This design comes from an exercise in tuning for small area on the open sky130 flow, not from production work.
Only simulation tests tie the RTL to the original design; equivalence was not proved.
Power and IR drop assume default switching activity.

==> flow/design.v <==
`timescale 1ns / 1ps
module top_fan(
    input clk, reset_p,
    input [5:0] btn, input [1:0] sw,
    input adc_eoc, input [6:0] adc_do,
    input dht11_in, output dht11_drive,
    input echo, output trig,
    output motor_pwm, output led_pwm, output servo_pwm,
    output [13:0] led,
    output buzz,
    output [3:0] an, output [6:0] seg
    );
    reg [11:0] t;        
    reg [4:0]  v;        
    reg [2:0]  w;        
    reg        s66;      
    always @(posedge clk, posedge reset_p) begin
        if(reset_p) begin
            t <= 0; v <= 0; w <= 0; s66 <= 0;
        end
        else begin
            t <= t + 1'b1;
            v <= (v == 5'd24) ? 5'd0 : v + 1'b1;
            if(v == 5'd24) w <= (w == 3'd4) ? 3'd0 : w + 1'b1;
            if(t[6:0] == 7'd65) s66 <= 1'b1;
        end
    end
    wire started = s66 | (|t[6:0]);                       
    wire v25 = (v == 5'd0);
    wire tick100  = started & (t[1:0] == 2'd0) & v25;      
    wire tick2000 = (t[3:0] == 4'd0) & (v == 5'd0) & (w == 3'd0);        
    wire tick4    = (t[1:0] == 2'd0);
    wire tick8    = (t[2:0] == 3'd0);
    wire mode_clk = (t[6:0] == 7'd65);                     
    wire mode_ph  = (t[6:0] == 7'd66);                     
    wire sw_clk   = (t[5:0] == 6'd33);                     
    reg [3:0] bs;        
    reg [3:0] bn;        
    always @(posedge clk, posedge reset_p) begin
        if(reset_p) begin
            bs <= 0; bn <= 0;
        end
        else if(tick100) begin
            bs <= {btn[4], btn[3], btn[2], btn[0]};
            bn <= bs & ~{btn[4], btn[3], btn[2], btn[0]};
        end
        else bn <= 0;
    end
    wire pwr_n   = bn[0];
    wire timer_n = bn[1];
    wire lamp_n  = bn[2];
    wire servo_n = bn[3];
    reg sp_s, sp_m, sp_d, sp_held;
    reg [6:0] sp_cnt;    
    always @(posedge clk, posedge reset_p) begin
        if(reset_p) begin
            sp_s <= 0; sp_cnt <= 0;
        end
        else if(tick100) begin
            sp_s <= btn[5];
            if(btn[5]) begin
                if(sp_cnt == 7'd78) sp_cnt <= 7'd69;
                else sp_cnt <= sp_cnt + 1'b1;
            end
            else sp_cnt <= 0;
        end
    end
    always @(posedge clk) begin
        sp_m <= sp_s;
        sp_d <= sp_m;
        sp_held <= tick100 & btn[5] & (sp_cnt == 7'd78);
    end
    wire sp_pedge = sp_m & ~sp_d;
    wire speed = sp_pedge | sp_held;
    reg md_deb, md_prev, short_p, long_p;
    reg [20:0] md_h;     
    always @(posedge clk, posedge reset_p) begin
        if(reset_p) begin
            md_deb <= 0; md_prev <= 0;
        end
        else begin
            if(mode_clk) md_deb <= btn[1];
            md_prev <= md_deb;
        end
    end
    always @(posedge clk) begin
        begin
            if(~md_deb & md_prev) begin
                if(md_h >= 21'd39) begin
                    short_p <= 0; long_p <= 1;
                end
                else begin
                    short_p <= 1; long_p <= 0;
                end
            end
            else if(~md_deb & ~md_prev) begin
                short_p <= 0; long_p <= 0;
            end
        end
    end
    always @(posedge clk) begin
        if(md_deb & md_prev) begin
            if(mode_ph) md_h <= md_h + 1'b1;
        end
        else md_h <= 0;
    end
    reg p;               
    reg [1:0] mode;      
    reg timeout;
    wire turn_off = pwr_n | timeout;
    wire is_d = (mode == 2'd0);
    wire is_a = (mode == 2'd1);
    wire is_n = (mode == 2'd2);
    always @(posedge clk, posedge reset_p) begin
        if(reset_p) begin
            mode <= 0;
        end
        else if(!p) mode <= 0;
        else if(is_d) begin
            if(short_p) mode <= 2'd1;
            else if(long_p) mode <= 2'd2;
        end
        else if(short_p) mode <= 0;
    end
    reg [2:0] lv_d;
    reg [3:0] ph_n;
    wire [2:0] lv_n = ph_n[3] ? 3'd6 - ph_n[2:0] : ph_n[2:0];
    always @(posedge clk, posedge reset_p) begin
        if(reset_p) begin
            p <= 0;
        end
        else begin
            if(turn_off) p <= ~p;
        end
    end
    always @(posedge clk) begin
        if(turn_off | ~is_d) lv_d <= 0;
        else if(speed) lv_d <= lv_d + 1'b1;
        if(turn_off | ~is_n) ph_n <= 0;
        else if(tick2000) ph_n <= (ph_n == 4'd13) ? 4'd0 : ph_n + 1'b1;
    end
    localparam S_IDLE = 3'd0, S_LOW = 3'd1, S_H20 = 3'd2, S_L80 = 3'd3, S_H80 = 3'd4, S_READ = 3'd5;
    reg [21:0] cu;       
    reg ce;
    reg [2:0] ds;
    reg rs;              
    reg dp_m, dp_s, dn_m, dn_s;
    reg [5:0] dcnt;
    reg [7:0] acc;       
    reg [7:0] tcap;      
    reg tcap_h;          
    reg ok;              
    reg [7:0] temperature;   
    reg temp_h;              
    always @(negedge clk, posedge reset_p) begin
        if(reset_p) begin
            cu <= 0;
        end
        else begin
            if(!ce) cu <= 0;
            else if(tick4) cu <= cu + 1'b1;
        end
    end
    always @(negedge clk) begin
        dn_m <= dht11_in;
        dn_s <= dn_m;
    end
    always @(posedge clk) begin
        dp_m <= dht11_in;
        dp_s <= dp_m;
    end
    wire d_pedge = dp_m & ~dp_s;
    wire d_nedge = ~dn_m & dn_s;
    assign dht11_drive = (ds == S_LOW) & ce;
    wire dbit = (cu >= 22'd45);
    always @(posedge clk, posedge reset_p) begin
        if(reset_p) begin
            ce <= 0; ds <= S_IDLE; rs <= 0;
            temperature <= 0; temp_h <= 0;
        end
        else begin
            case(ds)
                S_IDLE: begin
                    if(~(cu[11] & cu[9] & cu[8] & cu[7] & cu[5] & cu[4] & cu[3])) ce <= 1;
                    else begin
                        ds <= S_LOW; ce <= 0;
                    end
                end
                S_LOW: begin
                    if(~(cu[7] & cu[5] & cu[4] & cu[2])) ce <= 1;
                    else begin
                        ds <= S_H20; ce <= 0;
                    end
                end
                S_H20: begin
                    ce <= 1;
                    if(cu[6] & cu[5] & cu[2] & cu[0]) begin
                        ds <= S_IDLE; ce <= 0;
                    end
                    if(d_nedge) begin
                        ds <= S_L80; ce <= 0;
                    end
                end
                S_L80: begin
                    ce <= 1;
                    if(cu[6] & cu[5] & cu[2] & cu[0]) begin
                        ds <= S_IDLE; ce <= 0;
                    end
                    if(d_pedge) ds <= S_H80;
                end
                S_H80: begin
                    if(d_nedge) ds <= S_READ;
                end
                S_READ: begin
                    if(!rs) begin
                        if(d_pedge) rs <= 1;
                        ce <= 0;
                    end
                    else begin
                        if(d_nedge) begin
                            rs <= 0;
                        end
                        else ce <= 1;
                        if(cu > 22'd700) begin
                            ds <= S_IDLE; ce <= 0; rs <= 0;
                        end
                    end
                    if(dcnt[5] & dcnt[3]) begin
                        ds <= S_IDLE;
                        if(ok) begin
                            temperature <= tcap;
                            temp_h <= tcap_h;
                        end
                    end
                end
                default: ds <= S_IDLE;
            endcase
        end
    end
    wire [3:0] tlo = tcap[3:0], thi = tcap[7:4];
    wire [7:0] tadj = {(thi > 4'd4) ? thi + 4'd3 : thi, (tlo > 4'd4) ? tlo + 4'd3 : tlo};
    always @(posedge clk) begin
        if(ds != S_READ) dcnt <= 0;
        else if(bit_in) dcnt <= dcnt + 1'b1;
    end
    wire [7:0] acc0 = acc;
    wire [2:0] q = dcnt[2:0];
    wire [6:0] g;
    assign g[0] = acc0[7] & dbit & (q > 3'd0);
    genvar gi;
    generate for (gi = 1; gi < 7; gi = gi + 1) begin : cchain
        assign g[gi] = g[gi-1] & acc0[gi-1] & (q > gi);
    end endgenerate
    wire [7:0] acc_add = {acc0[7] ^ dbit, acc0[6:0] ^ g};
    wire bit_in = (ds == S_READ) & rs & d_nedge;
    always @(posedge clk) begin
        if(ds != S_READ) acc <= 0;
        else if(bit_in & ~dcnt[5]) acc <= {acc_add[6:0], acc_add[7]};
        else if(bit_in) acc <= {acc[6:0], acc[7]};
    end
    always @(posedge clk) begin
        if(bit_in) begin
            if(dcnt[5] == 1'b1) begin
                if(dcnt[2:0] == 3'd0) ok <= (dbit == acc[7]);
                else ok <= ok & (dbit == acc[7]);
            end
            if(dcnt[5:3] == 3'd2) begin
                if(dcnt[2:0] == 3'd0) begin
                    tcap <= {7'd0, dbit};
                    tcap_h <= 0;
                end
                else begin
                    tcap <= {tadj[6:0], dbit};
                    tcap_h <= tcap_h | tadj[7];
                end
            end
        end
    end
    wire [3:0] tens = temperature[7:4], ones = temperature[3:0];
    wire t_le20 = ~temp_h & ((tens < 4'd2) | ((tens == 4'd2) & (ones == 4'd0)));
    wire a_low = t_le20;      
    reg [2:0] lv_a;
    always @(*) begin
        if(temp_h | (tens > 4'd3)) lv_a = 3'd7;
        else if(tens == 4'd3) lv_a = (ones == 4'd0) ? 3'd6 : 3'd7;
        else if(tens < 4'd2) lv_a = 3'd0;
        else if(ones <= 4'd2) lv_a = 3'd0;
        else if(ones <= 4'd4) lv_a = 3'd1;
        else if(ones <= 4'd6) lv_a = 3'd2;
        else lv_a = ones[2:0] - 3'd4;    
    end
    wire [7:0] bcd = temperature;
    wire sh01 = s66 & (t[7:0] >= 8'd66) & (t[7:0] <= 8'd193);
    wire sh10 = s66 & ~sh01;
    assign an = {2'b11, sh10, sh01};
    reg [3:0] digit;
    always @(posedge clk, posedge reset_p) begin
        if(reset_p) digit <= 0;
        else if(sh10) digit <= bcd[3:0];
        else if(sh01) digit <= bcd[7:4];
    end
    reg [6:0] seg_r;
    always @(*) begin
        case(digit)
            4'd0 : seg_r = 7'b100_0000;
            4'd1 : seg_r = 7'b111_1001;
            4'd2 : seg_r = 7'b010_0100;
            4'd3 : seg_r = 7'b011_0000;
            4'd4 : seg_r = 7'b001_1001;
            4'd5 : seg_r = 7'b001_0010;
            4'd6 : seg_r = 7'b000_0010;
            4'd7 : seg_r = 7'b111_1000;
            4'd8 : seg_r = 7'b000_0000;
            4'd9 : seg_r = 7'b001_0000;
            default : seg_r = 7'b111_1111;
        endcase
    end
    assign seg = seg_r;
    wire [2:0] lv = is_d ? lv_d : is_a ? lv_a : lv_n;
    wire on80 = p & ~(is_a & a_low);         
    wire [3:0] pm = (pc < 8'd80) ? 4'd0 : (pc < 8'd105) ? 4'd1 : (pc < 8'd130) ? 4'd2 :
                    (pc < 8'd155) ? 4'd3 : (pc < 8'd180) ? 4'd4 : (pc < 8'd205) ? 4'd5 :
                    (pc < 8'd230) ? 4'd6 : (pc < 8'd255) ? 4'd7 : 4'd8;
    wire [7:0] below = {pc != 8'd255, pc < 8'd230, pc < 8'd205, pc < 8'd180,
                        pc < 8'd155, pc < 8'd130, pc < 8'd105, pc < 8'd80};
    wire [7:0] pc = t[9:2];
    reg pwm_d, pwm_a, pwm_n;
    always @(posedge clk, posedge reset_p) begin
        if(reset_p) begin
            pwm_d <= 0; pwm_a <= 0; pwm_n <= 0;
        end
        else if(tick4) begin
            pwm_d <= p & ({1'b0, lv_d} >= pm);
            pwm_n <= p & ({1'b0, lv_n} >= pm);
            pwm_a <= p & is_a & (a_low ? (pc == 8'd0) : ({1'b0, lv_a} >= pm));
        end
    end
    wire pwm = is_d ? pwm_d : is_a ? pwm_a : pwm_n;
    reg [14:0] us_c;
    reg us_calc, far;
    reg en_m, en_s;
    always @(negedge clk) begin
        en_m <= echo;
        en_s <= en_m;
    end
    wire echo_nedge = ~en_m & en_s;
    always @(posedge clk, posedge reset_p) begin
        if(reset_p) begin
            us_c <= 15'd2666; us_calc <= 0; far <= 0;
        end
        else if(!us_calc) begin
            us_c <= us_c + 1'b1;
            if(&us_c) us_calc <= 1;
        end
        else begin
            if(echo) begin
                if(tick8) us_c[11:0] <= us_c[11:0] + 1'b1;
            end
            else if(echo_nedge) begin
                far <= (us_c[11:0] > 12'd500);
                us_c <= 15'd2666; us_calc <= 0;
            end
        end
    end
    assign trig = ~us_calc & (us_c >= 15'd32668);
    assign motor_pwm = (sw[0] & p & far) ? 1'b0 : pwm;
    reg [1:0] tmr;       
    reg [8:0] tcnt;
    wire [8:0] tlim = (tmr == 2'd1) ? 9'd99 : (tmr == 2'd2) ? 9'd299 : 9'd499;
    always @(posedge clk, posedge reset_p) begin
        if(reset_p) begin
            tmr <= 0; timeout <= 0;
        end
        else if(!p) tmr <= 0;
        else if(timer_n) tmr <= tmr + 1'b1;
        else if(tmr != 2'd0) begin
            if(tick100 & (tcnt == tlim)) timeout <= 1;
        end
        else timeout <= 0;
    end
    always @(posedge clk) begin
        if(!p | timer_n) tcnt <= 0;
        else if(tick100) begin
            if(tcnt != tlim) tcnt <= tcnt + 1'b1;
            else tcnt <= 0;
        end
    end
    reg sw_s;
    reg [1:0] lst, ldc, lint;
    reg adc_m, adc_s;
    reg [1:0] acls;      
    reg pwm_la, pwm_lp;
    always @(posedge clk, posedge reset_p) begin
        if(reset_p) begin
            sw_s <= 0; lst <= 0; ldc <= 0; lint <= 0;
            adc_m <= 0; adc_s <= 0; acls <= 2'd3;
            pwm_la <= 0; pwm_lp <= 0;
        end
        else begin
            if(sw_clk) sw_s <= sw[1];
            ldc <= sw_s ? 2'd0 : lst;
            if(sw_s) begin
                lst <= 0;
                lint <= acls;
            end
            else if(lamp_n) lst <= lst + 1'b1;
            adc_m <= adc_eoc;
            adc_s <= adc_m;
            if(adc_m & ~adc_s)
                acls <= (adc_do < 7'd15) ? 2'd3 : (adc_do < 7'd40) ? 2'd2 : (adc_do < 7'd60) ? 2'd1 : 2'd0;
            pwm_la <= lbelow[ldc];
            pwm_lp <= lbelow[lint];
        end
    end
    wire [3:0] lbelow = {t[6:0] != 7'd127, t[6:0] < 7'd84, t[6:0] < 7'd42, 1'b0};
    function [6:0] lamp_duty(input [1:0] c);
        case(c)
            2'd0: lamp_duty = 7'd0;
            2'd1: lamp_duty = 7'd42;
            2'd2: lamp_duty = 7'd84;
            default: lamp_duty = 7'd127;
        endcase
    endfunction
    assign led_pwm = sw[1] ? pwm_lp : pwm_la;
    reg sv_on, sv_dir;   
    reg [8:0] sv_x;
    reg sv_pwm;
    always @(posedge clk, posedge reset_p) begin
        if(reset_p) begin
            sv_on <= 0; sv_dir <= 1; sv_x <= 9'd288; sv_pwm <= 0;
        end
        else begin
            if(!p) sv_on <= 0;
            else if(servo_n) sv_on <= ~sv_on;
            if(sv_on & p & tick100) begin
                if(sv_dir) begin
                    if(sv_x == 9'd429) begin
                        sv_x <= 9'd400; sv_dir <= 0;
                    end
                    else sv_x <= sv_x + 1'b1;
                end
                else begin
                    if(sv_x == 9'd147) begin
                        sv_x <= 9'd176; sv_dir <= 1;
                    end
                    else sv_x <= sv_x - 1'b1;
                end
            end
            sv_pwm <= started & ((t < 12'd176) | ((t < {3'd0, sv_x}) & (t < 12'd400)));
        end
    end
    assign servo_pwm = sv_pwm;
    reg s0p_m, s0p_s, s1p_m, s1p_s;
    reg s0n_m, s0n_s, s1n_m, s1n_s;
    always @(negedge clk) begin
        s0n_m <= sw[0]; s0n_s <= s0n_m;
        s1n_m <= sw[1]; s1n_s <= s1n_m;
    end
    always @(posedge clk) begin
        s0p_m <= sw[0]; s0p_s <= s0p_m;
        s1p_m <= sw[1]; s1p_s <= s1p_m;
    end
    wire sw_edge = (s0p_m & ~s0p_s) | (~s0n_m & s0n_s) | (s1p_m & ~s1p_s) | (~s1n_m & s1n_s);
    reg bz;
    reg [10:0] bz_cnt;
    always @(posedge clk, posedge reset_p) begin
        if(reset_p) begin
            bz <= 0;
        end
        else begin
            if(acls[1]) bz <= 0;
            else if(bz_set) bz <= 1;
            else if(bz & (&bz_cnt)) bz <= 0;
        end
    end
    wire bz_set = pwr_n | (lamp_n & ~sw[1]) | ((short_p | long_p | timer_n | servo_n | sp_pedge | sw_edge) & p);
    always @(posedge clk) begin
        if(~bz | acls[1]) bz_cnt <= 11'd48;
        else if(~bz_set) begin
            if(~&bz_cnt) bz_cnt <= bz_cnt + 1'b1;
            else bz_cnt <= 11'd48;
        end
    end
    assign buzz = bz & (t[4:0] == 5'd17);
    assign led[0] = on80;
    assign led[1] = on80 & (lv >= 3'd1);
    assign led[2] = on80 & (lv >= 3'd2);
    assign led[3] = on80 & (lv >= 3'd3);
    assign led[4] = on80 & (lv >= 3'd4);
    assign led[5] = on80 & (lv >= 3'd5);
    assign led[6] = on80 & (lv >= 3'd6);
    assign led[7] = on80 & (lv == 3'd7);
    assign led[10:8] = (tmr == 2'd3) ? 3'b111 : (tmr == 2'd2) ? 3'b011 : (tmr == 2'd1) ? 3'b001 : 3'b000;
    assign led[13:11] = {is_n, is_a, is_d & p};
endmodule
==> flow/flow/run.sh <==
#!/bin/bash
# Layout flow: the standard flow (standard.sh) with these changes:
#  - synthesis: the standard flow's own script (synth_recipe.tcl) with the ABC mapping
#    script swapped for an area-oriented one (flow/abc_area.script) and no
#    separate adder mapping, so ABC maps the adders with the rest of the logic;
#    the registers are the standard synthesis's;
#  - port buffers: sky130_fd_sc_hd__buf_1 on every input and output port;
#  - clock tree: smaller clock buffers, no dummy loads;
#  - higher core utilization.
# Each tool's output is in orfs/logs/ (ORFS) and flow_make.log.
set -euo pipefail
here=$(pwd)
{
  cat <<'EOT'
proc abc {args} {
  set i [lsearch -exact $args -script]
  if {$i >= 0} { lset args [expr {$i+1}] $::env(AREA_ABC_SCRIPT) }
  yosys abc {*}$args
}
EOT
  cat "$here/synth_recipe.tcl"
} > "$here/area_synth.tcl"
export AREA_ABC_SCRIPT="$here/flow/abc_area.script"
bash standard.sh \
  SYNTH_SCRIPT="$here/area_synth.tcl" \
  ADDER_MAP_FILE= \
  CORE_UTILIZATION=65 BUFFER_PORTS_ARGS='-buffer_cell sky130_fd_sc_hd__buf_1' CTS_ARGS='-sink_clustering_enable -repair_clock_nets -dont_use_dummy_load -buf_list sky130_fd_sc_hd__clkbuf_4 -sink_clustering_size 9 -sink_clustering_max_diameter 70' \
  finish > "$here/flow_make.log" 2>&1
==> flow/flow/abc_area.script <==
strash
ifraig
dc2
dch -f
amap -m -F 10 -A 20
strash
dc2
dch -f
amap -m -F 10 -A 20
strash
dc2
dch -f
amap -m -F 10 -A 20
strash
dc2
dch -f
amap -m -F 10 -A 20
strash
dc2
dch -f
amap -m -F 10 -A 20
strash
dc2
dch -f
amap -m -F 10 -A 20
topo
==> flow/standard.sh <==
#!/bin/bash
# synth_recipe.tcl (not shown) runs the flow's synth.tcl, then flattens the netlist and writes it again
# the make line also repeats each setting of config.mk as NAME=value (left out here)
make -C /OpenROAD-flow-scripts/flow DESIGN_CONFIG=/design/flow/config.mk WORK_HOME=/design/flow/orfs CLKGATE_MAP_FILE= SYNTH_SCRIPT=/design/flow/synth_recipe.tcl "${@:-finish}"
==> flow/config.mk <==
export PLATFORM = sky130hd
export DESIGN_NAME = top_fan
export DESIGN_NICKNAME = top_fan
export VERILOG_FILES = /design/flow/design.v
export SDC_FILE = /design/flow/constraint.sdc
export NUM_CORES = 4
export LEC_CHECK = 0
export CAP_MARGIN = 20
export CORE_MARGIN = 2
export CORE_UTILIZATION = 40
export SLEW_MARGIN = 20
==> flow/constraint.sdc <==
create_clock -name core_clock -period 10.0 [get_ports {clk}]
set_input_delay 2.0000 -clock core_clock [delete_from_list [all_inputs] [get_ports {clk}]]
set_output_delay 2.0000 -clock core_clock [all_outputs]
set_load 0.01 [all_outputs]
==> results of run 1 <==
==> worst max-delay path by stage <==
stage / start / end / slack (ns) / cells after the start
2_1_floorplan: reset_p / cu[0] / 0.84 / 1
3_3_place_gp: t[1] / cu[21] / 0.76 / 23
3_5_place_dp: t[1] / cu[21] / 0.43 / 23
4_1_cts: t[1] / cu[21] / 0.36 / 22
5_1_grt: t[0] / cu[21] / 0.06 / 23
6_report: t[1] / cu[21] / 0.61 / 22
==> per-layer routing <==
| layer | vias up | part of all wire, % | track usage [%] |
|---|---|---|---|
| met3 | 26 | 4.7 | 3.39 |
| met5 | - | 0 | 0 |
| li1 | 4262 | - | - |
| met2 | 190 | 45 | 40.9 |
| met4 | 0 | 1.6 | 7.05 |
| met1 | 3813 | 48 | 36.3 |
==> cells in the final DEF (no fill, tap or decap), types with 4 or more instances in the layout <==
master	count
a211oi_1	20
a21oi_1	66
a222oi_1	7
a22oi_1	5
a31oi_1	13
and2_0	19
and3_1	21
buf_1	48
clkbuf_4	28
clkinv_1	167
dfrtn_1	22
dfrtp_1	98
dfstp_2	11
dfxtp_1	79
edfxtp_1	12
nand2_1	79
nand3_1	20
nand4_1	7
nor2_1	215
nor2b_1	11
nor3_1	56
nor4_1	18
o21a_1	11
o21ai_0	108
o22a_1	4
o22ai_1	29
o31ai_1	4
o32ai_1	10
or2_0	4
or3_1	6
or4_1	5
==> power groups by stage <==
| stage | sequential (W) | combinational [W] | clock [W] |
|---|---|---|---|
| 2_1_floorplan | 0.000981 | 0.0000844 | 0.00000566 |
| 3_3_place_gp | 0.000987 | 0.000107 | 0.00000566 |
| 3_5_place_dp | 0.000988 | 0.000111 | 0.00000566 |
| 4_1_cts | 0.000970 | 0.000111 | 0.000434 |
| 5_1_grt | 0.000976 | 0.000127 | 0.000472 |
| 6_report | 0.000970 | 0.000109 | 0.000417 |
==> kinds of logic after synthesis <==
kind of cell / share of synthesized area [%]
and+or+nand+nor: 21.3
muxes: 0.113
AOI/OAI and AO/OA: 19.2
other: 0.0378
buffers and inverters: 6.69
DFF: 52.7
==> per-stage QoR <==
step	area (um^2)	utilization (%)	instances	hold slack (ns)
final	10600	70.0	1439	0.341
after global routing	10600	70.0	1439	0.343
after CTS	10600	70.0	1438	0.342
after detailed placement	10300	68.4	1403	0.346
after global placement	10300	68.4	1403	0.328
after floorplan	9940	-	1172	0.324
==> flip-flops by register name (all words and copies together) (netlist names), 5 cells and up <==
signal and flops:
acc 8, bz_cnt 11, cu 22, dcnt 6, md_h 21, sp_cnt 7, sv_x 9, t 12
tcap 8, tcnt 9, temperature 8, us_c 15, v 5
==> cell type report <==
| type | count | area [um^2] |
|---|---|---|
| Clock buffer | 28 | 210 |
| Tap cell | 188 | 235 |
| Fill cell | 1274 | 4520 |
| Timing Repair Buffer | 51 | 203 |
| Clock inverter | 8 | 30.0 |
| Antenna cell | 1 | 2.50 |
| Inverter | 161 | 609 |
| Sequential cell | 222 | 5230 |
| Multi-Input combinational cell | 780 | 4050 |
==> critical path: cells and delay by family (launching register included) <==
kind	cells	cell delay (ns)
simple gates	20	3.47
flops	1	0.46
buf+inv	1	0.14
compound gates	1	0.08
==> notes.md, run 1 <==
The depth of the most critical reg-to-reg path is 22. The area of the core region came out at between 15000 and 20000 um^2. The flow ran to the end and the layout has no timing, DRC or antenna violations. Power spread over the standard cell area amounts to between 100 and 150 nW/um^2. The sequential cell area fraction in the yosys report came out at 52.7%.

Averaged over all synthesized cells, the footprint is approximately 8.5 um^2. Once routing completed, OpenROAD measured the worst setup slack at 0.607 ns. In the routed design, unresolved DRC markers number 0.

Along the worst hold path, the cell count comes to 0. The number of gates resized after CTS was 0. Sorting the synthesized cells by how often they occur yields 216 x nor2_1, 162 x clkinv_1, 108 x o21ai_0. The number of placed I/O pins came out at 51.

Summing every instance area after synthesis gives between 9000 and 10000 um^2. OpenSTA, run right after detailed placement, puts the worst setup slack at ~0.43 ns. The number of synthesis warnings is 1. Walking the worst path, the cells encountered are nor2_1 > inv_2 > nor2_1 > nand2_1 > nor2_1 > nand2_1 > nor2_1 > nand2_1 > nor2_1 > nand2_1 > nor3_2 > nand2_1 > nor2_1 > and2_0 > nand2_1 > nor2_1 > and2_0 > nand2_1 > nor2_1 > and2_0 > and3_1 > a211oi_1.

The TritonCTS clock tree is yes. The largest individual stage delay along the critical path comes from the cell dfrtp_1. The path type of the worst min-delay path is register to register.

Of all nets on the critical path, the largest fanout is 9. Synthesis inferred 222 register bits. The total half-perimeter wirelength after legalization and detailed placement came out at ~15 mm. The startpoint identified for the worst hold timing path is en_m.

The final setup violation count came out at 0. At the pin with the least slew margin, the transition time is between 1 and 1.5 ns. The setup slack on the worst flop-to-flop path came out at 0.61 ns. The number of antenna violations at the first check in global routing came out at 1.

The kind of start point of the critical path is a register. The global route total overflow is 0. In this run, flip-flops and latches consume 64.9% of the power. The remaining number of nets flagged by the antenna check after routing came out at 0. The global placer's final weighted congestion is 0.855. The average wire per standard cell came out at ~14 um. The worst-case clock skew came out at a little over 0.08 ns.

Across all layers, the routed design uses ~8300 vias. By instance count, the cell type seen most on the critical path is nor2_1. In the synthesized netlist the async set-or-reset flop fraction comes to 59.0%. The number of hold violations in the final report came out at 0.

The count of buffers inserted at the top-level ports came out at 48. The switching part of the total is between 20% and 30%. The total count of max-transition violations in the final report came out at 0. The critical path in this run is classified as register to register. STA puts the critical path data required time at about 5.4 ns. The combinational power share came out at under 10%. For this design, the CTS-stage hold fixing added 0 buffers. The peak supply drop came out at 0.000127 V.

The number of buffers on the longest clock path came out at 3. The cell-internal power came out at approximately 0.0011 W. The growth of design area from synthesis to finish came out at 6.41%. The total wire length came out at 19.9 mm.

The die is between 100 and 150 um wide. The clock sink count came out at between 200 and 250. The clock edge transition at the registers on the reported setup and hold paths came out at around 0.1 ns. In this run the clock root is driven by a clkbuf_4. Among all flip-flop cells after synthesis, the most frequent one is dfrtp_1. By area the synthesized netlist is led by dfrtp_1 25%, dfxtp_1 16%, nor2_1 8.2%. The detail-routed via count per cell came out at 5.76. For hold timing, the worst endpoint is en_s. The relative slew slack came out at 23.4%. The overall power of the completed layout is around 0.0015 W. The instance count of the mapped netlist came out at 1171. Before antenna repair, the detailed router went through 5 iterations. Data arrives at the worst endpoint at 4.81 ns. The proportion of layout cells with a drive suffix above 1 came out at under 10%.

The via count of the first global-routing pass came out at about 7600. After floorplanning, the core was divided into 45 placement rows. Max-cap violations in this run came to 0. The starting density of the core is 65.8%. Setup repair after global routing left no endpoint under its margin. The total routing resource utilization after global routing came out at roughly a quarter.

After the first detailed-routing iteration, the DRC count stood at about 550. The die area is 16300 um^2. The delay of the slowest critical-path stage is between 0.4 and 0.5 ns. By instance count, the leading cell after synthesis is nor2_1. The startpoint of the worst register-to-register path is t[1]. In this run the critical register-to-register path is captured at cu[21]. Summed over all nets, the switching power comes to between 0.0003 and 0.0004 W. The number of clock buffers inserted by TritonCTS came out at 28. In the final timing run, aggregate negative setup slack is 0 ns.

In this run the post-CTS setup repair buffer count came out at 0. Entering global routing, the biggest net connects 69 pins. STA classifies the critical path endpoint as a register. The later pin in the worst-skew pair is clocked with a latency of between 0.6 and 0.7 ns. After the last flow step, the layout net total stands at 1272.

In this run the number of H-tree levels came out at 1. The standby leakage power is 4.18 nW. The number of distinct library cells after synthesis came out at 52. The vertical die dimension came out at around 130 um. dfrtp_1 takes more of the synthesized area than any other cell. The clock network is responsible for ~28% of the overall power. The number of synthesized flops with an enable pin came out at 12.

The global-route wire length before repair came out at 34.5 mm. The fraction of post-synthesis cell area in the top cell type by area is about 25%.
==> run 2: changes to the inputs <==
--- a/flow/flow/abc_area.script
+++ b/flow/flow/abc_area.script
@@ -23,4 +23,5 @@
 dc2
 dch -f
 amap -m -F 10 -A 20
+mfs3 -a
 topo
==> run 2 against run 1 <==
Still clean. Power rose by 0.37%. Combinational power barely moved. Clock skew rose by 0.011 ns. Non-clock buffer count did not move. Hold slack improved by 0.00086 ns. Flip-flop and latch count did not move. Sequential power barely moved. Worst setup slack improved by 0.086 ns. Clock power rose by 1%. Clock-buffer cell count did not move. Critical path type unchanged. Highest routed layer unchanged.
==> notes.md, run 2 <==
The flow ran to the end and the layout has no timing, DRC or antenna violations. The via count of the first global-routing pass came out at about 7500. The register with the most flip-flops in the layout has 22 of them. The area growth from synthesis to layout is 6.45%. The peak supply drop came out at roughly 0.00013 V.

Each instance of the synthesized netlist takes up on average between 8 and 9 um^2. The cell at the slowest stage of the critical path is dfrtp_1. The synthesized netlist devotes less than 1% of its cell area to XOR and XNOR gates.

Once the floorplan was initialized, standard cells occupied 65.7% of the core. The worst-skew pair later-pin latency came out at 0.67 ns. The share of flip-flops with an asynchronous set or reset after synthesis is between 50% and 60%.

The share of synthesized area spent on multiplexers is less than 1%. The number of hold violations in the final report is 0. Ranked by flip-flop count, first place goes to cu. The tightest min-delay check is of the register to register type.

The total power density per cell area came out at approximately 140 nW/um^2. After Yosys synthesis, full adders, half adders and majority gates account for 0% of the synthesized area. The chip width is 127 um. Summed over all cells, the static leakage comes to between 4 and 5 nW. The proportion of layout cells with a drive suffix above 1 is 3.76%. For this design, the sink count on the clock tree is between 200 and 250. The delay of the slowest critical-path stage came out at between 0.4 and 0.5 ns.

The maximum number of pins on one net before global-route repair came out at 88. Global routing consumed, over all layers together, approximately a quarter of the routing resources. CTS placed an instance of clkbuf_4 at the clock tree root. The total count of max-transition violations in the final report is 0. The final routed DRC violation total is 0. The vertical die dimension came out at 127 um. The number of DRC markers after the initial detailed-route iteration is approximately 530. The detail-routed via count per cell is ~5.8. The remaining number of nets flagged by the antenna check after routing came out at 0.

Setup repair after global routing left no endpoint under its margin. The average wire per standard cell is 13.9 um. The setup path with the least slack is of type register to register. The maximum net fanout on the critical path came out at 9. In the final layout, the registers with the most flip-flops are cu: 22 flops, md_h: 21 flops, us_c: 15 flops.

The TritonCTS clock tree is yes. Counting along the longest clock path gives a buffer depth of 3. The sequential cell area fraction in the yosys report is 53.0%.

STA classifies the critical path startpoint as a register. The layout net count came out at between 1000 and 1500. The instance count of the mapped netlist came out at around 1100. The number of core rows is 45. After synthesis, the largest family of logic cells by area is simple AND/OR/NAND/NOR gates. The number of synthesis warnings is 1. The total iterations of the first detailed-routing run came out at 5.

The number of synthesized flops with an enable pin came out at 12. Summed over all instances, the cell type with the most area after synthesis is dfrtp_1. For the final database, setup skew stands at between 0.09 and 0.1 ns. The final cell count without fillers came out at between 1000 and 1500.

The dominant synthesized flop cell is dfrtp_1. The worst pin sits at a relative slew slack of between 20% and 30%. Traced cell by cell, the critical path runs through nor2_1 > inv_2 > nor2_2 > nand2_1 > nor2_1 > nand2_1 > nor2_1 > nand2_1 > nor2_1 > nand2_1 > nor3_2 > nand2_1 > nor2_1 > and2_0 > nand2_1 > nor2_1 > and2_0 > nand2_1 > nor2_1 > and2_0 > and3_1 > a211oi_1. The overall power of the completed layout came out at 0.00150 W. Across the run, the number of max-cap violations was 0. The number of antenna violations at the first check in global routing came out at 1. The total number of vias is just over 8000. The flop and latch count out of synthesis came out at approximately 220.

Sorting the synthesized cells by area gives the leading types as dfrtp_1 25%, dfxtp_1 16%, nor2_1 7.4%. On the final layout, the worst hold slack is around 0.34 ns. Summed over all layers, the global routing overflow is 0. The worst path arrival time is roughly 4.8 ns. The H-tree level count came out at 1. The first global-routing pass estimated about 34 mm of wire. The final sum of negative setup slack is 0 ns. The synthesized netlist devotes 19.2% of its cell area to compound gates. The number of clock buffers inserted by TritonCTS came out at 28. The congestion estimate from routability-driven global placement came to approximately 0.88. The total wire length came out at 19.7 mm.

STA classifies the critical path endpoint as a register. The instance area at placement came out at between 10000 and 15000 um^2. The final setup violation count came out at 0.

The top cell type by area accounts for 24.8% of the synthesized area. Leaving out fill and tap cells, the most frequent cell in the layout is nor2_1. Summed over all nets, the half-perimeter wirelength after detailed placement is around 14 mm. The simple-gate share of the synthesized area is 21.4%. Counting instances in the post-synthesis netlist gives the leading cell types as 196 x nor2_1, 145 x clkinv_1, 107 x o21ai_0. Clock-pin slew was measured on the worst setup and hold paths at ~0.1 ns.

The number of post-CTS setup repair buffers came out at 0. The count of hold buffers inserted by post-cts repair came out at 0. The die area came out at 16200 um^2.

The actual slew at the worst max-slew pin is around 1.1 ns. The most common cell in the synthesized netlist is nor2_1. The count of buffers inserted at the top-level ports came out at 48. The setup slack on the worst flop-to-flop path is 0.69 ns. The required time at the worst-slack endpoint is between 5 and 6 ns.

The number of distinct library cells after synthesis is 56. The top cell types in the final layout, fill and taps aside, are 195 x nor2_1, 150 x clkinv_1, 107 x o21ai_0. The finished cells cover 10500 um^2.

The area of the mapped netlist came out at slightly below 10000 um^2. After floorplanning, the core was sized to cover approximately 15000 um^2. The number of placed cells counting well taps is around 1400.

The number of placed I/O pins came out at about 50. The number of fill cells in the layout is between 1000 and 1500.
[run 2: logic make-up (layout without fill, tap and decap cells)]
| kind of cell | count (synthesis) | after routing |
|---|---|---|
| AOI/OAI and AO/OA | 305 | 305 |
| muxes | 1 | 1 |
| DFF | 222 | 222 |
| and+or+nand+nor | 460 | 460 |
| buffers and inverters | 153 | 231 |
| xor gates and xnor gates | 2 | 2 |
| other | 1 | 3 |
[run 2: path summary, 6_finish.rpt]
kind / from / endpoint / cells past startpoint
max: t[1] / cu[21] / 22
min: en_m / en_s / 0
max reg2reg: t[1] / cu[21] / 22
min reg2reg: en_m / en_s / 0
max in group asynchronous: reset_p / cu[6] / 2
min in group asynchronous: reset_p / us_c[0] / 2
[run 2: timing repair]
item	in CTS	in global routing
hold endpoints to repair	0	0
gates resized for setup	0	3
setup endpoints to repair	0	4
[run 2: final cells by class]
cell class	instances	area, um^2	area share [%]
Sequential cell	222	5230	49.8
Multi-Input combinational cell	770	4060	38.6
Inverter	144	546	5.19
Tap cell	188	235	2.24
Clock buffer	28	210	2.00
Timing Repair Buffer	51	203	1.93
Clock inverter	8	30.0	0.286
Antenna cell	1	2.50	0.0238
[run 2: routing by layer]
layer | wire [um] | vias up | global-route usage, %
met5 | 0 | - | 0
met4 | 540 | 0 | 7.50
met3 | 771 | 38 | 3.85
met2 | 8680 | 156 | 39.4
met1 | 9660 | 3761 | 36.4
li1 | - | 4182 | -
[run 2: through the flow]
step	setup slack [ns]	util, %
after global placement	0.751	68.3
after detailed placement	0.538	68.3
final	0.694	69.9
after floorplan	0.841	-
after global routing	0.0126	69.9
after CTS	0.415	69.9
[run 2: worst max-delay path: cells and delay by family (launching register included)]
family | cells | cell delay [ns]
simple gates | 20 | 3.40
flops | 1 | 0.46
buf+inv | 1 | 0.13
compound gates | 1 | 0.08
[run 2: report_power, final]
group          internal [W]  switching [W]
Clock              0.000133       0.000290
Sequential         0.000942      0.0000291
Combinational     0.0000386      0.0000681
